Source: an optimization exercise on an open RTL-to-GDS flow (aim: small area). Production flows keep margins and buffers that such runs may drop.
RTL that was checked went through simulation tests only; none was proved equivalent to the original.
Only the layout flow was run in runs 1 and 2; the RTL was not checked for function there.
Power and IR drop assume default switching activity.

===== flow/design.v =====
module synchronizer (
    input   wire            i_clk,
    input   wire            i_sig,
    output  wire            o_rst
    );
    reg [1:0]   r_ff;
    always @(posedge i_clk) begin
        r_ff[1:0] <= {r_ff[0], i_sig};
    end
    assign o_rst = ~(r_ff[0] & r_ff[1]);
endmodule
module spi_slave (
    input   wire            i_clk,
    input   wire            i_rst,
    input   wire            i_spi_clk,
    input   wire            i_spi_cs,
    input   wire            i_spi_mosi,
    input   wire            i_dc,
    output  reg     [ 7:0]  o_data,
    output  reg             o_dc,
    output  wire            o_rxdone
    );
    reg         r_sck;
    reg [ 3:0]  r_cnt;       
    wire        w_rise = i_spi_clk & ~r_sck & ~i_spi_cs;
    always @(posedge i_clk) begin
        if (i_rst) begin
            r_sck <= 1'b0;
            r_cnt <= 4'd0;
        end else begin
            r_sck <= i_spi_clk;
            if (r_cnt[3]) begin
                r_cnt <= (r_cnt[1]) ? 4'd0 : r_cnt + 4'd1;
            end else if (i_spi_cs) begin
                r_cnt <= 4'd0;
            end else if (w_rise) begin
                r_cnt <= r_cnt + 4'd1;
            end
        end
    end
    always @(posedge i_clk) begin
        if (w_rise) begin
            o_data <= {o_data[6:0], i_spi_mosi};
            o_dc   <= i_dc;
        end
    end
    assign o_rxdone = r_cnt[3] & r_cnt[1];
endmodule
module inst_dec_reg (
    input   wire            i_clk,
    input   wire            i_rst,
    input   wire    [ 7:0]  i_spi_data,
    input   wire            i_spi_dc,
    input   wire            i_spi_rxdone,
    input   wire            i_slot,          
    output  reg     [15:0]  o_pixel_data,
    output  reg     [24:0]  o_col_addr,      
    output  reg     [24:0]  o_row_addr,      
    output  wire            o_sram_clr_req,
    output  wire            o_sram_write_req,
    output  wire            o_sram_waddr_set_req,
    output  reg             o_dispOn,
    output  reg     [ 7:0]  o_pwm_duty
    );
    localparam I_NONE  = 3'd0;
    localparam I_RESET = 3'd1;
    localparam I_RAMWR = 3'd4;
    localparam I_RASET = 3'd5;
    localparam I_CASET = 3'd6;
    localparam I_PWMDS = 3'd7;
    reg [2:0]   r_inst;
    reg [1:0]   r_byte_cnt;      
    reg         r_req;
    wire        w_cmd  = i_spi_rxdone & ~i_spi_dc;
    wire        w_data = i_spi_rxdone &  i_spi_dc;
    always @(posedge i_clk) begin
        if (i_rst) begin
            r_inst <= I_NONE;
            o_col_addr <= 25'd0;
            o_row_addr <= 25'd0;
            o_pwm_duty <= 8'd255;
            o_dispOn <= 1'b0;
        end else begin
            if (i_slot) r_req <= 1'b0;
            if (w_cmd) begin
                r_byte_cnt <= 2'd0;
                case (i_spi_data)
                    8'h01: begin
                        r_inst <= I_RESET;
                        o_pwm_duty <= 8'd255;
                        o_dispOn <= 1'b0;
                        r_req <= 1'b1;
                    end
                    8'h28: begin r_inst <= I_NONE;  o_dispOn <= 1'b0; end
                    8'h29: begin r_inst <= I_NONE;  o_dispOn <= 1'b1; end
                    8'h2A: r_inst <= I_CASET;
                    8'h2B: r_inst <= I_RASET;
                    8'h2C: r_inst <= I_RAMWR;
                    8'h02: r_inst <= I_PWMDS;
                    default: r_inst <= I_NONE;
                endcase
            end else if (w_data) begin
                case (r_inst)
                    I_RAMWR: begin
                        r_byte_cnt <= r_byte_cnt + 2'd1;
                        if (r_byte_cnt[0]) r_req <= 1'b1;
                    end
                    I_CASET: o_col_addr <= {o_col_addr[16:0], i_spi_data};
                    I_RASET: begin
                        o_row_addr <= {o_row_addr[16:0], i_spi_data};
                        r_byte_cnt <= r_byte_cnt + 2'd1;
                        if (r_byte_cnt == 2'd3) r_req <= 1'b1;
                    end
                    I_PWMDS: o_pwm_duty <= i_spi_data;
                    default: ;
                endcase
            end
        end
    end
    always @(posedge i_clk) begin
        if (i_spi_rxdone)
            o_pixel_data <= {o_pixel_data[7:0], i_spi_data};
    end
    assign o_sram_clr_req       = r_req & (r_inst == I_RESET);
    assign o_sram_write_req     = r_req & (r_inst == I_RAMWR);
    assign o_sram_waddr_set_req = r_req & (r_inst == I_RASET);
endmodule
module pwm (
    input   wire            i_clk,
    input   wire            i_rst,
    input   wire    [7:0]   i_duty,
    output  wire    [1:0]   o_phase,
    output  wire            o_pwm
);
    reg [14:0]  r_cnt;
    always @(posedge i_clk) begin
        if (i_rst) r_cnt <= 15'd0;
        else       r_cnt <= r_cnt + 15'd1;
    end
    assign o_phase = r_cnt[1:0];
    assign o_pwm = (r_cnt[14:7] < i_duty);
endmodule
module lcd_controller (
    input   wire            i_clk,
    input   wire            i_rst,
    input   wire    [1:0]   i_phase,
    output  wire    [16:0]  o_sram_raddr,
    output  wire            o_DispClockPort,
    output  wire            o_DispHsyncPort,
    output  wire            o_DispVsyncPort,
    output  wire            o_DispDataEnablePort,
    output  wire            o_DispDispPort
    );
    assign o_DispDispPort       = 1'b1;
    assign o_DispDataEnablePort = 1'b0;
    assign o_DispClockPort      = i_phase[1];
    reg [ 9:0]  r_h;
    reg [ 8:0]  r_v;
    reg [11:0]  r_cnt_hi;
    wire        w_h_end  = (r_h == 10'd530);
    wire        w_line   = (r_h == 10'd487);           
    wire        w_h_vis  = (r_h < 10'd480);
    wire        w_v_vis  = (r_v < 9'd272);
    wire        w_vis    = w_h_vis & w_v_vis;
    always @(posedge i_clk) begin
        if (i_rst) begin
            r_h <= 10'd488;
            r_v <= 9'd276;
            r_cnt_hi <= 12'd0;
        end else begin
            if (i_phase == 2'b01) begin
                r_h <= w_h_end ? 10'd0 : r_h + 10'd1;
                if (w_line) begin
                    r_v <= (r_v == 9'd287) ? 9'd0 : r_v + 9'd1;
                    if (r_v == 9'd275) r_cnt_hi <= 12'd0;
                end
            end
            if ((i_phase == 2'b11) & w_vis & (&r_h[4:0]))
                r_cnt_hi <= r_cnt_hi + 12'd1;
        end
    end
    wire [4:0]  w_lo = r_h[4:0] + {4'd0, ~i_phase[1]};
    assign o_sram_raddr = {r_cnt_hi, w_vis ? w_lo : 5'd0};
    assign o_DispHsyncPort = ~(r_h == 10'd488);
    assign o_DispVsyncPort = ~((r_v >= 9'd276) & (r_v <= 9'd285));
endmodule
module sram_controller (
    input   wire            i_clk,
    input   wire            i_rst,
    input   wire    [1:0]   i_phase,
    input   wire            i_height_is_270,
    input   wire    [15:0]  i_pixel_data,
    input   wire    [24:0]  i_col_addr,
    input   wire    [24:0]  i_row_addr,
    input   wire            i_sram_clr_req,
    input   wire            i_sram_write_req,
    input   wire            i_sram_waddr_set_req,
    input   wire            i_dispOn,
    input   wire    [16:0]  i_sram_raddr,
    output  wire            o_SRAMWriteEnablePort,
    output  wire            o_SRAMOutputEnablePort,
    output  wire    [23:0]  o_SRAMDataPort,
    output  wire            o_SRAMDataDrivePort,
    output  wire    [17:0]  o_SRAMAddrPort
    );
    reg     [16:0]  r_waddr;
    reg             r_oe_on;         
    reg             r_we;
    reg             r_clr_busy;
    reg     [8:0]   r_x;
    reg     [8:0]   r_y;
    wire            w_slot = (i_phase == 2'b00);
    wire            w_x_end = (r_x >= i_col_addr[8:0]);
    wire            w_y_end = (r_y >= i_row_addr[8:0]);
    wire    [7:0]   w_ym = r_y[7:0] + {7'd0, i_height_is_270};
    wire    [11:0]  w_hi = {w_ym, r_x[8:5]} + {3'b111, ~r_y} + {11'd0, ~i_height_is_270};
    wire    [16:0]  w_addr = {w_hi, r_x[4:0]};
    always @(posedge i_clk) begin
        if (i_rst) begin
            r_waddr <= 17'd0;
            r_oe_on <= 1'b0;
            r_we <= 1'b0;
            r_clr_busy <= 1'b0;
            r_x <= 9'd0;
            r_y <= 9'd0;
        end else begin
            if (w_slot) begin
                r_we <= 1'b0;
                if (r_clr_busy) begin
                    if (&r_waddr[16:9]) begin
                        r_clr_busy <= 1'b0;
                    end else begin
                        r_waddr <= r_waddr + 17'd1;
                        r_we <= 1'b1;
                    end
                end else if (i_sram_clr_req) begin
                    r_waddr <= 17'd0;
                    r_clr_busy <= 1'b1;
                    r_we <= 1'b1;
                end else if (i_sram_write_req) begin
                    r_x <= r_x + 9'd1;
                    if (w_x_end) begin
                        r_x <= i_col_addr[24:16];
                        r_y <= r_y + 9'd1;
                        if (w_y_end) r_y <= i_row_addr[24:16];
                    end
                    r_waddr <= w_addr;
                    r_we <= 1'b1;
                end else if (i_sram_waddr_set_req) begin
                    r_x <= i_col_addr[24:16];
                    r_y <= i_row_addr[24:16];
                end
            end else if (i_phase == 2'b10) begin
                r_oe_on <= i_dispOn;
                r_we <= 1'b0;
            end
        end
    end
    wire            w_oe = r_oe_on & ~r_we;
    assign o_SRAMWriteEnablePort  = ~r_we;
    assign o_SRAMOutputEnablePort = ~w_oe;
    assign o_SRAMDataPort = (r_we & ~r_clr_busy) ?
        {8'b0, i_pixel_data[4:0], i_pixel_data[10:5], i_pixel_data[15:11]} : 24'd0;
    assign o_SRAMDataDrivePort = r_we | ~i_dispOn;
    assign o_SRAMAddrPort = {1'b0, w_oe ? i_sram_raddr : r_waddr};
endmodule
module spi_display_controller_top (
    input   wire            mco,
    input   wire            rst_n,
    input   wire            SPI_CLK,
    input   wire            SPI_CS,
    input   wire            SPI_MOSI,
    input   wire            DC,
    input   wire    [ 5:0]  iModeSelectorPort,
    output  wire            oDispClockPort,
    output  wire            oDispHsyncPort,
    output  wire            oDispVsyncPort,
    output  wire            oDispDataEnablePort,
    output  wire            oDispDispPort,
    output  wire            oDispLedSHDNPort,
    output  wire    [17:0]  oSRAMAddrPort,
    output  wire    [23:0]  oSRAMDataPort,
    output  wire            oSRAMDataDrivePort,
    output  wire            oSRAMWriteEnablePort,
    output  wire            oSRAMOutputEnablePort
    );
    wire        w_rst;
    wire [ 1:0] w_phase;
    wire [ 7:0] w_spi_mosi_data;
    wire        w_spi_dc;
    wire        w_spi_rxdone;
    wire [15:0] w_pixel_data;
    wire [24:0] w_col_addr;
    wire [24:0] w_row_addr;
    wire        w_sram_clr_req;
    wire        w_sram_write_req;
    wire        w_sram_waddr_set_req;
    wire        w_dispOn;
    wire [ 7:0] w_pwm_duty;
    wire [16:0] w_sram_raddr;
    synchronizer sync_reset_inst (
        .i_clk ( mco ),
        .i_sig ( rst_n ),
        .o_rst ( w_rst )
    );
    spi_slave spi_slave_inst (
        .i_clk ( mco ),
        .i_rst ( w_rst ),
        .i_spi_clk ( SPI_CLK ),
        .i_spi_cs ( SPI_CS ),
        .i_spi_mosi ( SPI_MOSI ),
        .i_dc ( DC ),
        .o_data ( w_spi_mosi_data ),
        .o_dc ( w_spi_dc ),
        .o_rxdone ( w_spi_rxdone )
    );
    inst_dec_reg inst_dec_reg_inst (
        .i_clk ( mco ),
        .i_rst ( w_rst ),
        .i_spi_data ( w_spi_mosi_data ),
        .i_spi_dc ( w_spi_dc ),
        .i_spi_rxdone ( w_spi_rxdone ),
        .i_slot ( w_phase == 2'b00 ),
        .o_pixel_data ( w_pixel_data ),
        .o_col_addr ( w_col_addr ),
        .o_row_addr ( w_row_addr ),
        .o_sram_clr_req ( w_sram_clr_req ),
        .o_sram_write_req ( w_sram_write_req ),
        .o_sram_waddr_set_req ( w_sram_waddr_set_req ),
        .o_dispOn ( w_dispOn ),
        .o_pwm_duty ( w_pwm_duty )
    );
    pwm pwm_lcd_inst (
        .i_clk ( mco ),
        .i_rst ( w_rst ),
        .i_duty ( w_pwm_duty ),
        .o_phase ( w_phase ),
        .o_pwm ( oDispLedSHDNPort )
    );
    lcd_controller lcd_controller_inst (
        .i_clk ( mco ),
        .i_rst ( w_rst ),
        .i_phase ( w_phase ),
        .o_sram_raddr ( w_sram_raddr ),
        .o_DispClockPort ( oDispClockPort ),
        .o_DispHsyncPort ( oDispHsyncPort ),
        .o_DispVsyncPort ( oDispVsyncPort ),
        .o_DispDataEnablePort ( oDispDataEnablePort ),
        .o_DispDispPort ( oDispDispPort )
    );
    sram_controller sram_controller_inst (
        .i_clk ( mco ),
        .i_rst ( w_rst ),
        .i_phase ( w_phase ),
        .i_height_is_270 ( iModeSelectorPort[0] ),
        .i_pixel_data ( w_pixel_data ),
        .i_col_addr ( w_col_addr ),
        .i_row_addr ( w_row_addr ),
        .i_sram_clr_req ( w_sram_clr_req ),
        .i_sram_write_req ( w_sram_write_req ),
        .i_sram_waddr_set_req ( w_sram_waddr_set_req ),
        .i_dispOn ( w_dispOn ),
        .i_sram_raddr ( w_sram_raddr ),
        .o_SRAMWriteEnablePort ( oSRAMWriteEnablePort ),
        .o_SRAMOutputEnablePort ( oSRAMOutputEnablePort ),
        .o_SRAMDataPort ( oSRAMDataPort ),
        .o_SRAMDataDrivePort ( oSRAMDataDrivePort ),
        .o_SRAMAddrPort ( oSRAMAddrPort )
    );
endmodule

===== flow/run.sh =====
#!/bin/bash
# synth_recipe.tcl (not shown) runs the flow's synth.tcl, then flattens the netlist and writes it again
# the make line also repeats each setting of config.mk as NAME=value (left out here)
make -C /OpenROAD-flow-scripts/flow DESIGN_CONFIG=/design/flow/config.mk WORK_HOME=/design/flow/orfs CLKGATE_MAP_FILE= SYNTH_SCRIPT=/design/flow/synth_recipe.tcl finish

===== flow/config.mk =====
export PLATFORM = sky130hd
export DESIGN_NAME = spi_display_controller_top
export DESIGN_NICKNAME = spi_display_controller_top
export VERILOG_FILES = /design/flow/design.v
export SDC_FILE = /design/flow/constraint.sdc
export NUM_CORES = 4
export LEC_CHECK = 0
export CAP_MARGIN = 20
export CORE_MARGIN = 2
export CORE_UTILIZATION = 40
export CTS_BUF_LIST = sky130_fd_sc_hd__clkbuf_4 sky130_fd_sc_hd__clkbuf_8
export CTS_CLUSTER_DIAMETER = 50
export CTS_CLUSTER_SIZE = 10
export SLEW_MARGIN = 20

===== flow/constraint.sdc =====
create_clock -name core_clock -period 5.0 [get_ports {mco}]
set_input_delay 1.0000 -clock core_clock [delete_from_list [all_inputs] [get_ports {mco}]]
set_output_delay 1.0000 -clock core_clock [all_outputs]
set_load 0.01 [all_outputs]

==> key figures, run 1 <==
Placement
  – Area after DPL: 10330 um2
  – IO buf count: 46
  – Hpwl dp: 15980 um
  – Post-Place Setup Slack: 1452 ps
  – Placer Congestion: 0.8269

Min path
  – Hold Path Class: flop to flop
  – Hold path startpoint: sync_reset_inst.r_ff[0]$_DFF_P_
  – Min-Delay Endpoint: sync_reset_inst.r_ff[1]$_DFF_P_
  – Hold path depth: 0

Route
  – Via/cell ratio: 5.334
  – DR iter-0 viols: 512
  – DRC: 0
  – Overall routed net length: 22610 um
  – ANT nets after route: 0
  – WL per Instance: 14.88 um
  – DRT Pass-1 Iters: 5
  – DR vias: 8108

Clocking
  – TritonCTS clock tree: yes
  – TritonCTS Sinks: 181
  – # resized after CTS: 0
  – Hold buffer count at cts: 0
  – Post-CTS Setup Bufs: 0
  – H-tree Lvls: 4
  – Reg clk slew, reported paths: 90 ps
  – CTS buffer count: 17
  – Later-pin clock latency in the skew report: 470 ps
  – Root cell of the clock tree: clkbuf_8
  – Longest Clk Path Bufs: 2

Synth
  – Post-synth cell types: 68
  – Post-Syn Area per Cell: 8.266 um2
  – Synth warn: 6
  – Most area-hungry cell type in the Yosys netlist: dfxtp_1
  – Fraction of registers with async set/reset: 0%
  – Register area share after synthesis: 40.12%
  – Most used DFF post-synth: dfxtp_1
  – Leading cell types by total area after synthesis: dfxtp_1 31%, edfxtp_1 8.6%, ha_1 7.3%, nand2_1 7.1%, a21oi_1 5.4%
  – Number of synthesized flops with an enable pin: 28
  – Mapped Area: 9729 um2
  – Proportion of netlist area held by the largest area contributor: 31.48%
  – Gate Count Post-Synth: 1177
  – FF+latch count, synth: 181

Die
  – I/O pin cnt: 63
  – Chip height: 160.0 um
  – Die Area: 25590 um2
  – Die width: 160.0 um
  – Starting density of the core: 40.36%
  – Site row count: 57
  – Floorplan Core Area: 24110 um2

Critical path
  – CP startpoint kind: flop
  – Critical path capture point type: output port
  – Reg2reg end: sram_controller_inst.r_y[7]$_SDFFE_PN0P_
  – CP max-delay cell: dfxtp_1
  – Kind of critical path: flop to output port
  – Crit path required time: 4000 ps
  – WP data arrival: 2880 ps
  – Crit-path max cell delay: 690 ps
  – Critical Path, Cell by Cell: inv_1 > nand2_1 > mux2_2 > clkdlybuf4s50_1
  – R2R Setup Slk: 1990 ps
  – FF-to-FF path depth: 5
  – Crit Reg-Reg Startpoint: sram_controller_inst.r_clr_busy$_SDFFE_PN0P_
  – Crit Path Max Fanout: 20

Cells and area
  – Layout cell share with drive strength beyond 1: 5.686%
  – Final nets: 1254
  – Antenna fix cells: 0
  – Post-layout util: 44.37%
  – Final instance area: 10700 um2
  – Layout area overhead: 9.928%

Power and ir drop
  – Static leakage: 3.715 nW
  – Peak VDD IR: 127.4 uV
  – Cell Pwr Density: 235.4 nW/um2

STA
  – Worst setup margin: 1117 ps
  – Final setup vio count: 0
  – Setup TNS: 0 ps
  – Unrepaired setup endpoints after global routing: false
  – Slew margin rel.: 39.92%
  – Max Fclk: 257.5 MHz
  – Final Max Slew Viols: 0
  – Tcrit/Tclk final: 77.66%
  – Final Hold Fails: 0
  – Skew final: 20.75 ps
  – Tightest Pin Transition: 901.2 ps
  – Minimum clock period: 3883 ps

Global route
  – Total track usage: 17.97%
  – First-pass GRT wire length: 38130 um
  – Largest net degree at the start of global routing: 63
  – GRT overflow: 0
  – Vias in the first global route: 7527
  – Antenna violations before repair: 0

Flow run
  – Max cap viols: 0

Outcome
  – Status: finished clean
## how the worst max path moves through the flow
| stage | start | end | slack, ps | cells past startpoint |
|---|---|---|---|---|
| 4_1_cts | sram_controller_inst.r_we$_SDFFE_PN0P_ | oSRAMAddrPort[6] | 1050 | 4 |
| 3_3_place_gp | iModeSelectorPort[0] | sram_controller_inst.r_waddr[15]$_SDFFE_PN0P_ | 1460 | 11 |
| 5_1_grt | sram_controller_inst.r_we$_SDFFE_PN0P_ | oSRAMAddrPort[14] | 910 | 5 |
| 3_5_place_dp | iModeSelectorPort[0] | sram_controller_inst.r_waddr[15]$_SDFFE_PN0P_ | 1450 | 11 |
| 6_report | sram_controller_inst.r_we$_SDFFE_PN0P_ | oSRAMAddrPort[6] | 1120 | 4 |
| 2_1_floorplan | iModeSelectorPort[0] | sram_controller_inst.r_waddr[12]$_SDFFE_PN0P_ | 2210 | 10 |
## synthesized netlist by cell type (all sizes together), types with 6 or more instances
library cell,count
a31oi,16
mux2,14
a22oi,13
edfxtp,28
nand3b,6
o21ai,61
or3,10
buf,26
a211oi,13
nor3,32
ha,57
nand2b,12
and2,13
clkbuf,44
nor2,79
xor2,23
xnor2,20
dfxtp,153
nor4,10
nand2,184
nor2b,6
o22ai,9
inv,55
a21o,6
and3,35
nor3b,6
nand3,57
nand4,21
a21oi,105
and4,6
## through the flow
stage          hold WS, ps  std cells  power [mW]
2_1_floorplan        355.4       1186       1.578
3_3_place_gp         408.6       1488       1.599
3_5_place_dp         416.8       1488       1.599
4_1_cts              430.1       1520       2.546
5_1_grt              436.8       1520       2.614
6_report             429.7       1520       2.518
## power breakdown
part / leakage, nW / switching [mW] / internal, mW / total, mW
clock: 0.179 / 0.544 / 0.410 / 0.953
sequential: 1.49 / 0.0113 / 1.48 / 1.49
combinational: 2.05 / 0.0497 / 0.0231 / 0.0728
## state kept, by name (all words and copies together) (netlist names), 2 cells and up
register and cells:
inst_dec_reg_inst.r_byte_cnt 2, inst_dec_reg_inst.r_inst 3, spi_slave_inst.o_data 8, lcd_controller_inst.r_v 9, inst_dec_reg_inst.o_row_addr 25, lcd_controller_inst.r_h 10, inst_dec_reg_inst.o_pixel_data 16, sram_controller_inst.r_x 9
inst_dec_reg_inst.o_col_addr 25, lcd_controller_inst.r_cnt_hi 12, spi_slave_inst.r_cnt 4, sram_controller_inst.r_waddr 17, sram_controller_inst.r_y 9, inst_dec_reg_inst.o_pwm_duty 8, sync_reset_inst.r_ff 2, pwm_lcd_inst.r_cnt 15
## layout make-up
type	count	area, um2
Clock buffer	20	256.5
Multi-Input combinational cell	880	5343
Sequential cell	181	3904
Inverter	55	206.4
Fill cell	2457	13410
Timing Repair Buffer	48	475.5
Clock inverter	12	105.1
Tap cell	324	405.4
## per-layer routing
metal	vias up	global-route usage (%)	part of all wire, %
li1	4159	-	-
met1	3811	24.57	49
met2	115	29.65	47
met5	-	0	0
met3	23	2.779	2.8
met4	0	4.914	1.5
## logic make-up after synthesis
logic type | count (synthesis) | share of synthesized area [%]
fa+ha+maj | 59 | 7.742
compound gates | 259 | 16.04
xor+xnor | 43 | 3.871
flops | 181 | 40.12
simple gates | 489 | 24.63
other cells | 2 | 0.07719
mux | 19 | 2.135
buf+inv | 125 | 5.388
## worst max-delay path, delay by kind of cell (launching register included)
kind	cells	cell delay, ps
buf+inv	2	690
flops	1	690
mux	1	420
simple gates	1	620
## placed cells by master, fill, tap and decap left out, types with 9 or more instances in the layout
cell type        count
nand2b_1            12
edfxtp_1            28
inv_1               55
nand2_1            183
nor2_1              77
mux2_2              14
a211oi_1            13
a21oi_1            105
and3_1              33
ha_1                57
xor2_1              23
a31oi_1             15
nand4_1             20
clkbuf_8            17
and2_1              13
dfxtp_1            153
clkdlybuf4s50_1     46
xnor2_1             20
nor3_1              31
o21ai_0             55
o22ai_1              9
nor4_1               9
nand3_1             57
or3_1                9
conb_1              11
a22oi_1             13
==> run 2: changes to the inputs <==
--- a/flow/config.mk
+++ b/flow/config.mk
@@ -9,6 +9,4 @@
 export CORE_MARGIN = 2
 export CORE_UTILIZATION = 40
-export CTS_BUF_LIST = sky130_fd_sc_hd__clkbuf_4 sky130_fd_sc_hd__clkbuf_8
-export CTS_CLUSTER_DIAMETER = 50
-export CTS_CLUSTER_SIZE = 10
+export CTS_BUF_LIST = sky130_fd_sc_hd__clkbuf_8
 export SLEW_MARGIN = 20
==> key figures, run 2 <==
Outcome
  – Status: finished clean

Route
  – DR vias: 8112
  – DR iter-0 viols: 472
  – WL per Instance: 14.91 um
  – Via/cell ratio: 5.337
  – DRC: 0
  – DRT Pass-1 Iters: 5
  – ANT nets after route: 0
  – Overall routed net length: 22660 um

Die
  – Starting density of the core: 40.36%
  – I/O pin cnt: 63
  – Site row count: 57
  – Chip height: 160.0 um
  – Floorplan Core Area: 24110 um2
  – Die Area: 25590 um2
  – Die width: 160.0 um

Power and ir drop
  – Clock Power Share: 37.3%
  – Peak VDD IR: 120.6 uV
  – Static leakage: 3.717 nW
  – Net Sw Power: 0.6030 mW
  – Internal power: 1.891 mW
  – Sw Share: 24.18%
  – Seq pwr share: 59.8%
  – Comb power frac: 2.9%
  – Cell Pwr Density: 233.4 nW/um2

Synth
  – Leading cell types by total area after synthesis: dfxtp_1 31%, edfxtp_1 8.6%, ha_1 7.3%, nand2_1 7.1%, a21oi_1 5.4%
  – Gate Count Post-Synth: 1177
  – Fraction of registers with async set/reset: 0%
  – Register area share after synthesis: 40.12%
  – Most area-hungry cell type in the Yosys netlist: dfxtp_1
  – Post-synth cell types: 68
  – Synth cell count leaders: 184 x nand2_1, 153 x dfxtp_1, 105 x a21oi_1, 77 x nor2_1
  – Post-Syn Area per Cell: 8.266 um2
  – Proportion of netlist area held by the largest area contributor: 31.48%
  – Mapped Area: 9729 um2
  – FF+latch count, synth: 181
  – Synth warn: 6
  – Most numerous cell in the Yosys netlist: nand2_1
  – Number of synthesized flops with an enable pin: 28
  – Most used DFF post-synth: dfxtp_1

Critical path
  – Buf+Inv Stages, Crit Path: 2
  – Levels on crit path: 4
  – Setup crit end: oSRAMAddrPort[6]
  – WP data arrival: 2880 ps
  – Crit Path Max Fanout: 20
  – FF-to-FF path depth: 5
  – Crit path required time: 4000 ps
  – R2R Setup Slk: 1980 ps
  – Critical Path, Cell by Cell: inv_1 > nand2_1 > mux2_2 > clkdlybuf4s50_1
  – Crit Reg-Reg Startpoint: sram_controller_inst.r_clr_busy$_SDFFE_PN0P_
  – Crit-path max cell delay: 690 ps
  – Critical path capture point type: output port
  – Kind of critical path: flop to output port
  – CP max-delay cell: dfxtp_1
  – CP startpoint kind: flop
  – CP delay by family, top: flip-flops
  – Reg2reg end: sram_controller_inst.r_y[7]$_SDFFE_PN0P_
  – Crit path launch: sram_controller_inst.r_we$_SDFFE_PN0P_

Clocking
  – Later-pin clock latency in the skew report: 470 ps
  – # resized after CTS: 0
  – Root cell of the clock tree: clkbuf_8
  – TritonCTS Sinks: 181
  – Hold buffer count at cts: 0
  – CTS buffer count: 17
  – Longest Clk Path Bufs: 2
  – H-tree Lvls: 4
  – Reg clk slew, reported paths: 90 ps
  – Post-CTS Setup Bufs: 0
  – TritonCTS clock tree: yes

STA
  – Skew final: 24.29 ps
  – Minimum clock period: 3878 ps
  – Final Hold Fails: 0
  – Unrepaired setup endpoints after global routing: false
  – Setup TNS: 0 ps
  – Final setup vio count: 0
  – Tcrit/Tclk final: 77.55%
  – Slew margin rel.: 40.02%
  – Tightest Pin Transition: 899.7 ps
  – Final Max Slew Viols: 0
  – Max Fclk: 257.9 MHz

Cells and area
  – Most frequent cells in the layout: 183 x nand2_1, 153 x dfxtp_1, 105 x a21oi_1
  – Post-layout util: 44.32%
  – Layout area overhead: 9.812%
  – Layout cell share with drive strength beyond 1: 5.435%
  – Most common cell after layout, fill and taps aside: nand2_1
  – Final nets: 1254
  – Largest regs: inst_dec_reg_inst.o_col_addr (25), inst_dec_reg_inst.o_row_addr (25), sram_controller_inst.r_waddr (17)
  – Antenna fix cells: 0

Min path
  – Hold Path Class: flop to flop

Placement
  – Placer Congestion: 0.8269
  – IO buf count: 46
  – Hpwl dp: 15980 um

Global route
  – GRT overflow: 0
  – Vias in the first global route: 7509
  – Antenna violations before repair: 0
  – First-pass GRT wire length: 38110 um
  – Largest net degree at the start of global routing: 63
  – Total track usage: 17.95%

Flow run
  – Max cap viols: 0
## run 2: cell counts after synthesis
Identical to the previous run, type by type.
## run 2: stage by stage
stage | std cells | worst slack (ps) | total power, mW | hold WS [ps] | cell area [um2]
after floorplan | 1186 | 2212 | 1.578 | 355.4 | 9763
after global routing | 1520 | 913.1 | 2.591 | 436.8 | 10680
after detailed placement | 1488 | 1452 | 1.599 | 416.8 | 10330
final | 1520 | 1122 | 2.494 | 429.6 | 10680
after global placement | 1488 | 1460 | 1.599 | 408.6 | 10330
after CTS | 1520 | 1060 | 2.521 | 430.1 | 10680
## run 2: power groups by stage
stage               clock (mW)  combinational (mW)  sequential, mW
floorplan                    0              0.0587            1.52
finish                   0.929              0.0729            1.49
CTS                      0.956              0.0736            1.49
detailed placement           0              0.0731            1.53
global placement             0              0.0731            1.53
global route              1.02              0.0814            1.49
## run 2: worst min-delay path by stage
stage / from / endpoint / slack [ps] / depth (start not counted)
3_3_place_gp: sync_reset_inst.r_ff[0]$_DFF_P_ / sync_reset_inst.r_ff[1]$_DFF_P_ / 410 / 0
3_5_place_dp: sync_reset_inst.r_ff[0]$_DFF_P_ / sync_reset_inst.r_ff[1]$_DFF_P_ / 420 / 0
2_1_floorplan: sync_reset_inst.r_ff[0]$_DFF_P_ / sync_reset_inst.r_ff[1]$_DFF_P_ / 360 / 0
6_report: sync_reset_inst.r_ff[0]$_DFF_P_ / sync_reset_inst.r_ff[1]$_DFF_P_ / 430 / 0
5_1_grt: sync_reset_inst.r_ff[0]$_DFF_P_ / sync_reset_inst.r_ff[1]$_DFF_P_ / 440 / 0
4_1_cts: sync_reset_inst.r_ff[0]$_DFF_P_ / sync_reset_inst.r_ff[1]$_DFF_P_ / 430 / 0
## run 2: cell type report
class | count | area (um2)
fill | 2455 | 13420
clock buffer | 17 | 234.0
inverter | 55 | 206.4
timing repair buffer | 48 | 475.5
clock inverter | 15 | 116.4
multi-input combinational | 880 | 5343
tap | 324 | 405.4
sequential | 181 | 3904
## run 2: per-layer routing
layer  track usage [%]  wire, um  vias up
li1                  -         -     4155
met1             24.57     11090     3837
met2             29.67     10620      100
met3             2.935       645       20
met4             4.423       308        0
met5                 0         0        -
## run 2: kinds of logic (layout without fill, tap and decap cells)
family | count (synthesis) | after routing | share of synthesized area [%]
simple gates | 489 | 489 | 24.63
compound gates | 259 | 259 | 16.04
flops | 181 | 181 | 40.12
buf+inv | 125 | 135 | 5.388
fa+ha+maj | 59 | 59 | 7.742
xor+xnor | 43 | 43 | 3.871
mux | 19 | 19 | 2.135
other cells | 2 | 11 | 0.07719
==> run 3: changes to the inputs <==
--- a/flow/design.v
+++ b/flow/design.v
@@ -77,4 +77,6 @@
         if (i_rst) begin
             r_inst <= I_NONE;
+            r_byte_cnt <= 2'd0;
+            r_req <= 1'b0;
             o_col_addr <= 25'd0;
             o_row_addr <= 25'd0;
@@ -119,5 +121,5 @@
     end
     always @(posedge i_clk) begin
-        if (i_spi_rxdone)
+        if (w_data & (r_inst == I_RAMWR))
             o_pixel_data <= {o_pixel_data[7:0], i_spi_data};
     end
--- a/flow/config.mk
+++ b/flow/config.mk
@@ -9,4 +9,3 @@
 export CORE_MARGIN = 2
 export CORE_UTILIZATION = 40
-export CTS_BUF_LIST = sky130_fd_sc_hd__clkbuf_8
 export SLEW_MARGIN = 20
==> key figures, run 3 <==
STA
  – Final Max Slew Viols: 0
  – Final setup vio count: 0
  – Setup TNS: 0 ps
  – Unrepaired setup endpoints after global routing: false
  – Final Hold Fails: 0
  – Max Fclk: 274.8 MHz
  – Tcrit/Tclk final: 72.78%
  – Tightest Pin Transition: 1025 ps
  – Skew final: 10.40 ps
  – Slew margin rel.: 31.65%
  – Minimum clock period: 3639 ps

Synth
  – Post-synth cell types: 69
  – Gate Count Post-Synth: 1182
  – Most used DFF post-synth: dfxtp_1
  – Most numerous cell in the Yosys netlist: nand2_1
  – Fraction of registers with async set/reset: 0%
  – FF+latch count, synth: 181
  – Number of synthesized flops with an enable pin: 25
  – Leading cell types by total area after synthesis: dfxtp_1 32%, edfxtp_1 7.7%, ha_1 7.3%, nand2_1 7.0%, a21oi_1 5.3%
  – Synth cell count leaders: 183 x nand2_1, 156 x dfxtp_1, 103 x a21oi_1, 83 x nor2_1, 57 x ha_1
  – Register area share after synthesis: 39.65%
  – Proportion of netlist area held by the largest area contributor: 31.97%
  – Synth warn: 6
  – Post-Syn Area per Cell: 8.265 um2
  – Mapped Area: 9769 um2
  – Most area-hungry cell type in the Yosys netlist: dfxtp_1

Route
  – Via/cell ratio: 5.358
  – DRC: 0
  – DR vias: 8182
  – Overall routed net length: 22560 um
  – Top sig layer: met4
  – DRT Pass-1 Iters: 5
  – WL met3: 718 um
  – Met2 WL: 10480 um
  – WL per Instance: 14.77 um
  – Met1 wire length: 10940 um
  – ANT nets after route: 0
  – DR iter-0 viols: 616

Die
  – Die Area: 25690 um2
  – Starting density of the core: 40.41%
  – Die width: 160.3 um
  – Chip height: 160.3 um
  – Floorplan Core Area: 24180 um2
  – I/O pin cnt: 63
  – Site row count: 57

Critical path
  – Crit Path Max Fanout: 19
  – Critical path capture point type: output port
  – Buf+Inv Stages, Crit Path: 2
  – Crit-path max cell delay: 540 ps
  – CP delay by family, top: simple AND/OR/NAND/NOR gates
  – Crit path required time: 4000 ps
  – CP max-delay cell: clkdlybuf4s50_1
  – WP data arrival: 2640 ps
  – Kind of critical path: flop to output port
  – Critical Path, Cell by Cell: inv_1 > nand2_1 > nor2_1 > a22o_1 > clkdlybuf4s50_1
  – CP startpoint kind: flop

Clocking
  – TritonCTS clock tree: yes
  – Post-CTS Setup Bufs: 0
  – Later-pin clock latency in the skew report: 430 ps
  – Hold buffer count at cts: 0
  – Reg clk slew, reported paths: 80 ps
  – CTS buffer count: 17
  – Longest Clk Path Bufs: 2
  – # resized after CTS: 0
  – TritonCTS Sinks: 181
  – H-tree Lvls: 4
  – Root cell of the clock tree: clkbuf_16

Placement
  – IO buf count: 46
  – Hpwl dp: 15460 um
  – Placer Congestion: 0.8254

Global route
  – Vias in the first global route: 7487
  – Antenna violations before repair: 0
  – First-pass GRT wire length: 38200 um
  – Total track usage: 18.04%
  – GRT overflow: 0
  – Largest net degree at the start of global routing: 70

Cells and area
  – Most common cell after layout, fill and taps aside: nand2_1
  – Layout area overhead: 12.45%
  – Most frequent cells in the layout: 182 x nand2_1, 156 x dfxtp_1, 103 x a21oi_1
  – Antenna fix cells: 0
  – Largest regs: inst_dec_reg_inst.o_col_addr (25), inst_dec_reg_inst.o_row_addr (25), sram_controller_inst.r_waddr (17)
  – Final nets: 1261
  – Post-layout util: 45.44%
  – Layout cell share with drive strength beyond 1: 5.985%

Power and ir drop
  – Cell Pwr Density: 265.2 nW/um2
  – Static leakage: 3.803 nW
  – Peak VDD IR: 179.8 uV

Outcome
  – Status: finished clean

Min path
  – Hold Path Class: flop to flop

Flow run
  – Max cap viols: 0
## run 3: cell count changes in the layout (fill, tap and decap cells not counted), sizes merged, moves of 9 or more
cell and change:
and2 +12, o21ai -18, or3 +9, a22oi -12, and3 -17
## run 3: where the power goes
group	internal [mW]	total, mW	switching (mW)
combinational	0.0246	0.0744	0.0498
sequential	1.48	1.49	0.0110
clock	0.678	1.35	0.673
## run 3: per-stage QoR
stage          cell area [um2]  setup WS [ps]  hold WS (ps)  power [mW]  instances
2_1_floorplan             9803           2074         363.7       1.574       1191
3_3_place_gp             10400           1335         423.3       1.596       1495
3_5_place_dp             10400           1351         422.8       1.596       1495
4_1_cts                  10990           1311         434.7       2.948       1527
5_1_grt                  10990           1154         455.4       3.018       1527
6_report                 10990           1361         429.4       2.913       1527
## run 3: routing by layer
layer	vias up	GRT usage, %
met1	3829	24.84
met3	25	3.195
met4	0	5.528
met5	-	0
met2	157	28.91
li1	4171	-
## run 3: layout make-up
type	count	area, um2
timing repair buffer	55	528.0
clock inverter	15	165.2
inverter	54	202.7
clock buffer	17	425.4
fill	2397	13190
multi-input combinational	881	5385
sequential	181	3874
tap	324	405.4
## run 3: cells by family (layout without fill, tap and decap cells)
family / count (synthesis) / in the layout / share of synthesized area [%]
AND/OR/NAND/NOR: 486 / 486 / 23.89
AO/OA/AOI/OAI: 258 / 258 / 16.47
flip-flops: 181 / 181 / 39.65
buffers and inverters: 129 / 141 / 5.699
adder cells (fa/ha/maj): 59 / 59 / 7.710
XOR/XNOR: 41 / 41 / 3.676
multiplexers: 26 / 26 / 2.830
other: 2 / 11 / 0.07687
## run 3: worst paths after layout
kind | start | to | slack [ps] | cells past startpoint
max | sram_controller_inst.r_we$_SDFFE_PN0P_ | oSRAMAddrPort[1] | 1360 | 5
min | sync_reset_inst.r_ff[0]$_DFF_P_ | sync_reset_inst.r_ff[1]$_DFF_P_ | 430 | 0
max reg2reg | pwm_lcd_inst.r_cnt[1]$_SDFF_PN0_ | sram_controller_inst.r_y[4]$_SDFFE_PN0P_ | 1940 | 6
min reg2reg | sync_reset_inst.r_ff[0]$_DFF_P_ | sync_reset_inst.r_ff[1]$_DFF_P_ | 430 | 0
==> run 4: changes to the inputs <==
--- a/flow/design.v
+++ b/flow/design.v
@@ -21,4 +21,17 @@
     output  wire            o_rxdone
     );
+    function [16:0] f_inc;           
+        input [16:0] a;
+        input        ci;
+        integer i;
+        reg c;
+        begin
+            c = ci;
+            for (i = 0; i < 17; i = i + 1) begin
+                f_inc[i] = a[i] ^ c;
+                c = c & a[i];
+            end
+        end
+    endfunction
     reg         r_sck;
     reg [ 3:0]  r_cnt;       
@@ -31,9 +44,9 @@
             r_sck <= i_spi_clk;
             if (r_cnt[3]) begin
-                r_cnt <= (r_cnt[1]) ? 4'd0 : r_cnt + 4'd1;
+                r_cnt <= (r_cnt[1]) ? 4'd0 : f_inc({13'd0, r_cnt}, 1'b1);
             end else if (i_spi_cs) begin
                 r_cnt <= 4'd0;
             end else if (w_rise) begin
-                r_cnt <= r_cnt + 4'd1;
+                r_cnt <= f_inc({13'd0, r_cnt}, 1'b1);
             end
         end
@@ -63,4 +76,17 @@
     output  reg     [ 7:0]  o_pwm_duty
     );
+    function [16:0] f_inc;           
+        input [16:0] a;
+        input        ci;
+        integer i;
+        reg c;
+        begin
+            c = ci;
+            for (i = 0; i < 17; i = i + 1) begin
+                f_inc[i] = a[i] ^ c;
+                c = c & a[i];
+            end
+        end
+    endfunction
     localparam I_NONE  = 3'd0;
     localparam I_RESET = 3'd1;
@@ -77,6 +103,4 @@
         if (i_rst) begin
             r_inst <= I_NONE;
-            r_byte_cnt <= 2'd0;
-            r_req <= 1'b0;
             o_col_addr <= 25'd0;
             o_row_addr <= 25'd0;
@@ -105,5 +129,5 @@
                 case (r_inst)
                     I_RAMWR: begin
-                        r_byte_cnt <= r_byte_cnt + 2'd1;
+                        r_byte_cnt <= f_inc({15'd0, r_byte_cnt}, 1'b1);
                         if (r_byte_cnt[0]) r_req <= 1'b1;
                     end
@@ -111,5 +135,5 @@
                     I_RASET: begin
                         o_row_addr <= {o_row_addr[16:0], i_spi_data};
-                        r_byte_cnt <= r_byte_cnt + 2'd1;
+                        r_byte_cnt <= f_inc({15'd0, r_byte_cnt}, 1'b1);
                         if (r_byte_cnt == 2'd3) r_req <= 1'b1;
                     end
@@ -121,5 +145,5 @@
     end
     always @(posedge i_clk) begin
-        if (w_data & (r_inst == I_RAMWR))
+        if (i_spi_rxdone)
             o_pixel_data <= {o_pixel_data[7:0], i_spi_data};
     end
@@ -135,11 +159,36 @@
     output  wire            o_pwm
 );
+    function [16:0] f_inc;           
+        input [16:0] a;
+        input        ci;
+        integer i;
+        reg c;
+        begin
+            c = ci;
+            for (i = 0; i < 17; i = i + 1) begin
+                f_inc[i] = a[i] ^ c;
+                c = c & a[i];
+            end
+        end
+    endfunction
     reg [14:0]  r_cnt;
     always @(posedge i_clk) begin
         if (i_rst) r_cnt <= 15'd0;
-        else       r_cnt <= r_cnt + 15'd1;
+        else       r_cnt <= f_inc({2'd0, r_cnt}, 1'b1);
     end
     assign o_phase = r_cnt[1:0];
-    assign o_pwm = (r_cnt[14:7] < i_duty);
+    function f_lt8;
+        input [7:0] a;
+        input [7:0] b;
+        integer i;
+        reg lt;
+        begin
+            lt = 1'b0;
+            for (i = 0; i < 8; i = i + 1)
+                lt = (~a[i] & b[i]) | (~(a[i] ^ b[i]) & lt);
+            f_lt8 = lt;
+        end
+    endfunction
+    assign o_pwm = f_lt8(r_cnt[14:7], i_duty);
 endmodule
 module lcd_controller (
@@ -154,4 +203,17 @@
     output  wire            o_DispDispPort
     );
+    function [16:0] f_inc;           
+        input [16:0] a;
+        input        ci;
+        integer i;
+        reg c;
+        begin
+            c = ci;
+            for (i = 0; i < 17; i = i + 1) begin
+                f_inc[i] = a[i] ^ c;
+                c = c & a[i];
+            end
+        end
+    endfunction
     assign o_DispDispPort       = 1'b1;
     assign o_DispDataEnablePort = 1'b0;
@@ -162,6 +224,6 @@
     wire        w_h_end  = (r_h == 10'd530);
     wire        w_line   = (r_h == 10'd487);           
-    wire        w_h_vis  = (r_h < 10'd480);
-    wire        w_v_vis  = (r_v < 9'd272);
+    wire        w_h_vis  = ~(r_h[9] | (&r_h[8:5]));        
+    wire        w_v_vis  = ~r_v[8] | ~(|r_v[7:4]);         
     wire        w_vis    = w_h_vis & w_v_vis;
     always @(posedge i_clk) begin
@@ -172,15 +234,16 @@
         end else begin
             if (i_phase == 2'b01) begin
-                r_h <= w_h_end ? 10'd0 : r_h + 10'd1;
+                r_h <= w_h_end ? 10'd0 : f_inc({7'd0, r_h}, 1'b1);
                 if (w_line) begin
-                    r_v <= (r_v == 9'd287) ? 9'd0 : r_v + 9'd1;
+                    r_v <= (r_v == 9'd287) ? 9'd0 : f_inc({8'd0, r_v}, 1'b1);
                     if (r_v == 9'd275) r_cnt_hi <= 12'd0;
                 end
             end
             if ((i_phase == 2'b11) & w_vis & (&r_h[4:0]))
-                r_cnt_hi <= r_cnt_hi + 12'd1;
+                r_cnt_hi <= f_inc({5'd0, r_cnt_hi}, 1'b1);
         end
     end
-    wire [4:0]  w_lo = r_h[4:0] + {4'd0, ~i_phase[1]};
+    wire [16:0] w_lo17 = f_inc({12'd0, r_h[4:0]}, ~i_phase[1]);
+    wire [4:0]  w_lo = w_lo17[4:0];
     assign o_sram_raddr = {r_cnt_hi, w_vis ? w_lo : 5'd0};
     assign o_DispHsyncPort = ~(r_h == 10'd488);
@@ -206,4 +269,43 @@
     output  wire    [17:0]  o_SRAMAddrPort
     );
+    function [16:0] f_inc;           
+        input [16:0] a;
+        input        ci;
+        integer i;
+        reg c;
+        begin
+            c = ci;
+            for (i = 0; i < 17; i = i + 1) begin
+                f_inc[i] = a[i] ^ c;
+                c = c & a[i];
+            end
+        end
+    endfunction
+    function [11:0] f_add12;         
+        input [11:0] a;
+        input [11:0] b;
+        input        ci;
+        integer i;
+        reg c;
+        begin
+            c = ci;
+            for (i = 0; i < 12; i = i + 1) begin
+                f_add12[i] = a[i] ^ b[i] ^ c;
+                c = (a[i] & b[i]) | (c & (a[i] ^ b[i]));
+            end
+        end
+    endfunction
+    function f_ge9;                  
+        input [8:0] a;
+        input [8:0] b;
+        integer i;
+        reg ge;
+        begin
+            ge = 1'b1;
+            for (i = 0; i < 9; i = i + 1)
+                ge = (a[i] & ~b[i]) | (~(a[i] ^ b[i]) & ge);
+            f_ge9 = ge;
+        end
+    endfunction
     reg     [16:0]  r_waddr;
     reg             r_oe_on;         
@@ -213,8 +315,9 @@
     reg     [8:0]   r_y;
     wire            w_slot = (i_phase == 2'b00);
-    wire            w_x_end = (r_x >= i_col_addr[8:0]);
-    wire            w_y_end = (r_y >= i_row_addr[8:0]);
-    wire    [7:0]   w_ym = r_y[7:0] + {7'd0, i_height_is_270};
-    wire    [11:0]  w_hi = {w_ym, r_x[8:5]} + {3'b111, ~r_y} + {11'd0, ~i_height_is_270};
+    wire            w_x_end = f_ge9(r_x, i_col_addr[8:0]);
+    wire            w_y_end = f_ge9(r_y, i_row_addr[8:0]);
+    wire    [16:0]  w_ym17 = f_inc({9'd0, r_y[7:0]}, i_height_is_270);
+    wire    [7:0]   w_ym = w_ym17[7:0];
+    wire    [11:0]  w_hi = f_add12({w_ym, r_x[8:5]}, {3'b111, ~r_y}, ~i_height_is_270);
     wire    [16:0]  w_addr = {w_hi, r_x[4:0]};
     always @(posedge i_clk) begin
@@ -233,5 +336,5 @@
                         r_clr_busy <= 1'b0;
                     end else begin
-                        r_waddr <= r_waddr + 17'd1;
+                        r_waddr <= f_inc(r_waddr, 1'b1);
                         r_we <= 1'b1;
                     end
@@ -241,8 +344,8 @@
                     r_we <= 1'b1;
                 end else if (i_sram_write_req) begin
-                    r_x <= r_x + 9'd1;
+                    r_x <= f_inc({8'd0, r_x}, 1'b1);
                     if (w_x_end) begin
                         r_x <= i_col_addr[24:16];
-                        r_y <= r_y + 9'd1;
+                        r_y <= f_inc({8'd0, r_y}, 1'b1);
                         if (w_y_end) r_y <= i_row_addr[24:16];
                     end
--- a/flow/config.mk
+++ b/flow/config.mk
@@ -9,3 +9,4 @@
 export CORE_MARGIN = 2
 export CORE_UTILIZATION = 40
+export CTS_BUF_LIST = sky130_fd_sc_hd__clkbuf_8
 export SLEW_MARGIN = 20
==> key figures, run 4 <==
Clocking
  – Longest Clk Path Bufs: 2
  – Post-CTS Setup Bufs: 0
  – CTS buffer count: 17
  – H-tree Lvls: 4
  – TritonCTS clock tree: yes
  – Reg clk slew, reported paths: 110 ps
  – TritonCTS Sinks: 181
  – Root cell of the clock tree: clkbuf_8
  – Later-pin clock latency in the skew report: 480 ps
  – Hold buffer count at cts: 0

Synth
  – Most used DFF post-synth: dfxtp_1
  – Adder-cell area share of the yosys netlist: 17.68%
  – Gate Count Post-Synth: 1006
  – Post-Synth Simple-Gate Area: 17.04%
  – Fraction of registers with async set/reset: 0%
  – Proportion of netlist area held by the largest area contributor: 33.45%
  – Synth warn: 6
  – Post-synth cell types: 62
  – Main combinational cell family by area after synthesis: adder cells
  – FF+latch count, synth: 181
  – Number of synthesized flops with an enable pin: 28
  – Synth Area in Compound Gates: 13.65%
  – Most area-hungry cell type in the Yosys netlist: dfxtp_1
  – XOR/XNOR share of the synthesized area: 0.8609%
  – Mux cell area share after synthesis: 2.760%
  – Most numerous cell in the Yosys netlist: nand2_1
  – Register area share after synthesis: 42.63%
  – Synth cell count leaders: 162 x nand2_1, 153 x dfxtp_1, 115 x ha_1, 91 x a21oi_1, 78 x nor2_1
  – Mapped Area: 9156 um2
  – Leading cell types by total area after synthesis: dfxtp_1 33%, ha_1 16%, edfxtp_1 9.2%, nand2_1 6.6%, a21oi_1 5.0%
  – Post-Syn Area per Cell: 9.102 um2

Outcome
  – Status: finished clean

Power and ir drop
  – Sw Share: 26.62%
  – Internal power: 1.891 mW
  – Net Sw Power: 0.6861 mW
  – Clock Power Share: 39.1%
  – Comb power frac: 2.9%
  – Cell Pwr Density: 252.7 nW/um2
  – Static leakage: 4.107 nW
  – Seq pwr share: 58.0%
  – Peak VDD IR: 144.8 uV

Min path
  – Hold path startpoint: inst_dec_reg_inst.o_row_addr[9]$_SDFFE_PN0P_
  – Hold Path Class: flop to flop
  – Hold path depth: 2

STA
  – Skew final: 17.72 ps
  – Final Hold Fails: 0
  – Minimum clock period: 4826 ps
  – Slew margin rel.: 29.93%
  – Setup TNS: 0 ps
  – Final Max Slew Viols: 0
  – Unrepaired setup endpoints after global routing: false
  – Tcrit/Tclk final: 96.52%
  – Tightest Pin Transition: 1051 ps
  – Final setup vio count: 0
  – Max Fclk: 207.2 MHz

Placement
  – Placer Congestion: 0.7766
  – Placed insts: 1291
  – Area after DPL: 9783 um2
  – IO buf count: 46
  – Hpwl dp: 13370 um

Cells and area
  – Most common cell after layout, fill and taps aside: nand2_1
  – Most frequent cells in the layout: 161 x nand2_1, 153 x dfxtp_1, 115 x ha_1
  – Final nets: 1161
  – Final cell count without fillers: 1323
  – Antenna fix cells: 0
  – Final instance area: 10200 um2
  – Layout area overhead: 11.40%
  – Layout cell share with drive strength beyond 1: 5.588%
  – Largest regs: inst_dec_reg_inst.o_col_addr (25), inst_dec_reg_inst.o_row_addr (25), sram_controller_inst.r_waddr (17)

Critical path
  – Crit-path max cell delay: 420 ps
  – Setup crit end: sram_controller_inst.r_waddr[16]$_SDFFE_PN0P_
  – Levels on crit path: 19
  – Critical path capture point type: flop
  – Crit-path most repeated cell: fa_2
  – CP delay by family, top: adder cells
  – Crit Reg-Reg Startpoint: sram_controller_inst.r_y[0]$_SDFFE_PN0P_
  – Kind of critical path: input port to flop
  – Reg2reg end: sram_controller_inst.r_waddr[16]$_SDFFE_PN0P_
  – Crit Path Max Fanout: 2
  – Crit path launch: iModeSelectorPort[0]
  – CP max-delay cell: fa_1
  – Critical Path, Cell by Cell: dlygate4sd2_1 > inv_2 > fa_2 > fa_2 > fa_2 > fa_1 > inv_1 > fa_2 > fa_2 > fa_2 > fa_2 > fa_1 > ha_1 > ha_1 > xor2_1 > xnor2_1 > o22ai_1 > a22oi_1 > nor2_1
  – Buf+Inv Stages, Crit Path: 3
  – WP data arrival: 5150 ps
  – Crit path required time: 5320 ps
  – FF-to-FF path depth: 18
  – CP startpoint kind: input port
  – R2R Setup Slk: 510 ps

Global route
  – Vias in the first global route: 6485
  – Total track usage: 16.38%
  – Largest net degree at the start of global routing: 96
  – GRT overflow: 0
  – First-pass GRT wire length: 32310 um
  – Antenna violations before repair: 0

Route
  – DRC: 0
  – ANT nets after route: 0
  – WL per Instance: 14.41 um
  – DRT Pass-1 Iters: 5
  – Overall routed net length: 19070 um
  – DR vias: 6802
  – Via/cell ratio: 5.141
  – DR iter-0 viols: 372

Die
  – I/O pin cnt: 63
  – Die Area: 24120 um2
  – Starting density of the core: 40.57%
  – Chip height: 155.3 um
  – Floorplan Core Area: 22570 um2
  – Site row count: 55
  – Die width: 155.3 um

Flow run
  – Max cap viols: 0
## run 4: changes by cell type in the layout (fill, tap and decap cells not counted), sizes merged, moves of 10 or more
cell,previous run,this run
a21oi,104,91
a22oi,1,26
a31oi,24,5
and2,25,4
and3,18,36
ha,57,115
mux2,13,2
mux2i,13,23
nand2,184,163
nand3,50,15
nand4,16,4
or3,19,3
xnor2,19,4
xor2,22,5
## run 4: metrics by stage
stage | utilization [%] | setup slack [ps] | total power [mW] | hold WS (ps)
detailed placement | 43.34 | -727.4 | 1.605 | 432.8
finish | 45.19 | 174.2 | 2.578 | 447.8
global route | 45.19 | 8.720 | 2.678 | 474.3
floorplan | - | 2.567 | 1.581 | 382.6
global placement | 43.34 | -701.9 | 1.604 | 428.7
CTS | 45.18 | 130.7 | 2.610 | 448.3
## run 4: routing by layer
layer | share of wire (%) | routed length, um | up-vias | global-route usage, %
met5 | 0 | 0 | - | 0
met4 | 1.2 | 230 | 0 | 4.849
met3 | 2.0 | 383 | 17 | 2.312
met2 | 47 | 8970 | 71 | 27.47
met1 | 50 | 9485 | 3189 | 22.06
li1 | - | - | 3525 | -
## run 4: power groups by stage
stage,Clock (mW),Combinational (mW),Sequential [mW]
after floorplan,0,0.0599,1.52
after global placement,0,0.0746,1.53
after detailed placement,0,0.0751,1.53
after CTS,1.04,0.0757,1.50
after global routing,1.09,0.0857,1.50
final,1.01,0.0750,1.50
## run 4: layout make-up
class / instances / area, um2
clock inverter: 15 / 166.4
sequential: 181 / 3904
clock buffer: 17 / 234.0
fill: 2182 / 12370
inverter: 53 / 198.9
timing repair buffer: 52 / 504.2
tap: 285 / 356.6
multi-input combinational: 720 / 4836
## run 4: repair_timing
item,4_1_cts,5_1_grt
gates cloned,0,0
pin swaps,1,2
setup endpoints to repair,2,1
gates resized for setup,8,1
## run 4: cell families (layout without fill, tap and decap cells)
logic type,after synthesis,in the layout
AO/OA/AOI/OAI,204,204
multiplexers,25,25
XOR/XNOR,9,9
flip-flops,181,181
AND/OR/NAND/NOR,347,347
other,2,11
adder cells (fa/ha/maj),124,124
buffers and inverters,114,137
## run 4: tightest hold or removal path, stage by stage (launching register included)
cell and delay (ps):
dfxtp_1 320, nand2_1 50, a21oi_1 50
## run 4: worst min-delay path by stage
stage,endpoint,slack [ps]
CTS,inst_dec_reg_inst.o_row_addr[17]$_SDFFE_PN0P_,450
finish,inst_dec_reg_inst.o_row_addr[17]$_SDFFE_PN0P_,450
floorplan,sync_reset_inst.r_ff[1]$_DFF_P_,380
global placement,inst_dec_reg_inst.o_pixel_data[14]$_DFFE_PP_,430
detailed placement,inst_dec_reg_inst.o_pixel_data[14]$_DFFE_PP_,430
global route,inst_dec_reg_inst.o_col_addr[18]$_SDFFE_PN0P_,470
==> run 5: changes to the inputs <==
==> flow/flow/run.sh (new file) <==
#!/bin/bash
# Standard ORFS layout with a lighter clock tree (no dummy loads) and
# minimum-size port buffers. The make output goes to a log file here.
set -euo pipefail
export CTS_ARGS="-sink_clustering_enable -repair_clock_nets -dont_use_dummy_load -buf_list sky130_fd_sc_hd__clkbuf_8"
export BUFFER_PORTS_ARGS="-buffer_cell sky130_fd_sc_hd__buf_1"
bash standard.sh > standard_flow.log 2>&1
==> flow/standard.sh (new file) <==
#!/bin/bash
# synth_recipe.tcl (not shown) runs the flow's synth.tcl, then flattens the netlist and writes it again
# the make line also repeats each setting of config.mk as NAME=value (left out here)
make -C /OpenROAD-flow-scripts/flow DESIGN_CONFIG=/design/flow/config.mk WORK_HOME=/design/flow/orfs CLKGATE_MAP_FILE= SYNTH_SCRIPT=/design/flow/synth_recipe.tcl "${@:-finish}"
--- a/flow/config.mk
+++ b/flow/config.mk
@@ -9,4 +9,3 @@
 export CORE_MARGIN = 2
 export CORE_UTILIZATION = 40
-export CTS_BUF_LIST = sky130_fd_sc_hd__clkbuf_8
 export SLEW_MARGIN = 20
removed: flow/run.sh
==> key figures, run 5 <==
Placement
  – IO buf count: 46
  – Placer Congestion: 0.7733
  – Area after DPL: 9488 um2
  – Placed insts: 1290
  – Hpwl dp: 13420 um

Synth
  – Leading cell types by total area after synthesis: dfxtp_1 33%, ha_1 16%, edfxtp_1 9.2%, nand2_1 6.6%, a21oi_1 5.0%
  – Proportion of netlist area held by the largest area contributor: 33.45%
  – Fraction of registers with async set/reset: 0%
  – Post-Syn Area per Cell: 9.102 um2
  – Most area-hungry cell type in the Yosys netlist: dfxtp_1
  – Mapped Area: 9156 um2
  – Synth cell count leaders: 162 x nand2_1, 153 x dfxtp_1, 115 x ha_1, 91 x a21oi_1, 78 x nor2_1
  – Synth warn: 6
  – FF+latch count, synth: 181
  – Register area share after synthesis: 42.63%
  – Most numerous cell in the Yosys netlist: nand2_1
  – Gate Count Post-Synth: 1006
  – Post-synth cell types: 62
  – Number of synthesized flops with an enable pin: 28
  – Most used DFF post-synth: dfxtp_1

Critical path
  – Critical Path, Cell by Cell: buf_1 > inv_1 > fa_2 > fa_2 > fa_1 > fa_1 > inv_1 > fa_1 > fa_2 > fa_1 > fa_2 > fa_1 > ha_1 > ha_1 > xor2_1 > xnor2_1 > o22ai_1 > a22oi_1 > nor2_1
  – Crit Path Max Fanout: 2
  – CP delay by family, top: adder cells
  – Crit-path max cell delay: 430 ps
  – CP startpoint kind: input port
  – Crit path required time: 5290 ps
  – WP data arrival: 5080 ps
  – Crit-path most repeated cell: fa_1
  – Kind of critical path: input port to flop
  – Buf+Inv Stages, Crit Path: 3
  – Critical path capture point type: flop
  – CP max-delay cell: fa_1

Route
  – ANT nets after route: 0
  – DRC: 0
  – WL per Instance: 14.54 um
  – DR vias: 6703
  – Via/cell ratio: 5.129
  – DRT Pass-1 Iters: 5
  – Overall routed net length: 19000 um
  – DR iter-0 viols: 412

Die
  – Floorplan Core Area: 22570 um2
  – Die width: 155.3 um
  – Starting density of the core: 40.57%
  – Die Area: 24120 um2
  – Site row count: 55
  – Chip height: 155.3 um
  – I/O pin cnt: 63

Power and ir drop
  – Peak VDD IR: 109.2 uV
  – Cell Pwr Density: 238.1 nW/um2
  – Static leakage: 3.913 nW

Flow run
  – Max cap viols: 0

Global route
  – First-pass GRT wire length: 32060 um
  – Antenna violations before repair: 0
  – Largest net degree at the start of global routing: 91
  – Vias in the first global route: 6372
  – GRT overflow: 0
  – Total track usage: 16.43%

STA
  – Final Max Slew Viols: 0
  – Max Fclk: 208.7 MHz
  – Tightest Pin Transition: 1049 ps
  – Unrepaired setup endpoints after global routing: false
  – Minimum clock period: 4791 ps
  – Skew final: 35.92 ps
  – Final setup vio count: 0
  – Slew margin rel.: 30.01%
  – Tcrit/Tclk final: 95.82%
  – Final Hold Fails: 0

Cells and area
  – Antenna fix cells: 0
  – Final-layout fill cell count: 2262
  – Final instance area: 9732 um2
  – Largest regs: inst_dec_reg_inst.o_col_addr (25), inst_dec_reg_inst.o_row_addr (25), sram_controller_inst.r_waddr (17)
  – Final cell count without fillers: 1307
  – Layout area overhead: 6.286%
  – Layout cell share with drive strength beyond 1: 3.718%
  – Most common cell after layout, fill and taps aside: nand2_1
  – Final nets: 1160
  – Most frequent cells in the layout: 161 x nand2_1, 153 x dfxtp_1, 115 x ha_1

Clocking
  – TritonCTS Sinks: 181
  – Post-CTS Setup Bufs: 0
  – Later-pin clock latency in the skew report: 470 ps
  – Root cell of the clock tree: clkbuf_8
  – TritonCTS clock tree: yes
  – Reg clk slew, reported paths: 80 ps
  – H-tree Lvls: 4
  – CTS buffer count: 17
  – Longest Clk Path Bufs: 2

Min path
  – Hold Path Class: flop to flop

Outcome
  – Status: finished clean
run 5: layout make-up:
class | instances | area (um2) | share of cell area [%]
Timing Repair Buffer | 51 | 210.2 | 2.160
Tap cell | 285 | 356.6 | 3.664
Inverter | 53 | 198.9 | 2.044
Sequential cell | 181 | 3904 | 40.11
Clock buffer | 17 | 234.0 | 2.404
Multi-Input combinational cell | 720 | 4828 | 49.61
run 5: cell families after synthesis:
family	count (synthesis)	synth area share [%]
and+or+nand+nor	347	17.04
muxes	25	2.760
other	2	0.08202
DFF	181	42.63
adders and majority gates	124	17.68
xor gates and xnor gates	9	0.8608
buffers and inverters	114	5.288
AOI/OAI and AO/OA	204	13.65
run 5: where the power goes:
part | internal [mW] | switching (mW)
sequential | 1.48 | 0.0141
combinational | 0.0215 | 0.0479
clock | 0.301 | 0.451
total | 1.80 | 0.513
run 5: worst reg2reg max path: stages, from the launching register on:
cell     delay, ps
dfxtp_1        330
inv_1          150
fa_2           240
fa_2           210
fa_1           200
fa_1           180
inv_1           50
fa_1           420
fa_2           380
fa_1           430
fa_2           380
fa_1           420
ha_1           200
ha_1           190
xor2_1         150
xnor2_1        140
o22ai_1        100
a22oi_1        180
nor2_1          50
run 5: repair_timing:
item,CTS,global route
gates resized for setup,0,4
hold buffers,0,0
endpoints found under the setup margin,0,1
run 5: path summary, 6_finish.rpt:
check                                                                   start                                             to  slack, ps  cells past startpoint
worst min-delay path            inst_dec_reg_inst.o_row_addr[13]$_SDFFE_PN0P_  inst_dec_reg_inst.o_row_addr[21]$_SDFFE_PN0P_        450                      2
worst max-delay path                                     iModeSelectorPort[0]  sram_controller_inst.r_waddr[16]$_SDFFE_PN0P_        210                     19
worst min register to register  inst_dec_reg_inst.o_row_addr[13]$_SDFFE_PN0P_  inst_dec_reg_inst.o_row_addr[21]$_SDFFE_PN0P_        450                      2
worst max register to register       sram_controller_inst.r_y[0]$_SDFFE_PN0P_  sram_controller_inst.r_waddr[16]$_SDFFE_PN0P_        460                     18
run 5: routing by layer:
metal  track usage, %  vias to the layer above  share of wire, %
met2            27.45                       80                48
met3            3.064                       14               2.5
met5                0                        -                 0
met1            21.90                     3102                49
met4            4.412                        0               1.0
li1                 -                     3507                 -
run 5: through the flow:
step	power, mW	setup TNS [ps]	hold WS [ps]	setup WS [ps]	util [%]
floorplan	1.581	0	382.6	2.567	-
global placement	1.599	-472.3	433.4	-340.1	42.03
detailed placement	1.600	-581.7	436.8	-399.8	42.03
CTS	2.352	0	456.4	87.90	43.07
global route	2.418	0	469.9	10.24	43.12
finish	2.317	0	450.1	209.0	43.12

-- port drivers added, routing unchanged --
The flow's constraints put no driver on any port. The routed layouts listed below were extracted and timed again, unchanged, in two steps. Step 1 (the two cells are an assumption about what drives the block):
set clk [get_ports {mco}]
set_driving_cell -lib_cell sky130_fd_sc_hd__clkbuf_16 $clk
set_driving_cell -lib_cell sky130_fd_sc_hd__buf_2 [delete_from_list [all_inputs] $clk]
Step 2, shift: input delay + t, output delay - t, t = (earliest + latest rising clock arrival at the registers) / 2. This alone moves slack from input paths to output paths. a / b / c = ideal ports / drivers / drivers and shift; a / b = the first two.
run | shift t [ns] | setup slack, ns | clock arrival spread, ns | worst slew at a driven data input, ns | cell pins on the clock port's net
run 1 | 0.500 | 1.117 / 1.076 / 1.430 | 0.021 / 0.021 | 0.04 | 1
run 2 | 0.495 | 1.122 / 1.081 / 1.432 | 0.024 / 0.024 | 0.04 | 1
run 3 | 0.477 | 1.361 / 1.315 / 1.291 | 0.015 / 0.015 | 0.04 | 1
run 4 | 0.511 | 0.174 / 0.198 / -0.313 | 0.018 / 0.018 | 0.03 | 1
run 5 | 0.492 | 0.209 / 0.230 / -0.262 | 0.039 / 0.039 | 0.03 | 1
With both steps, setup timing fails in run 4 and run 5, where it was met with ideal ports. For run 4, which loses most, drivers alone change the setup slack by +0.024 ns; drivers and shift together by -0.487 ns.
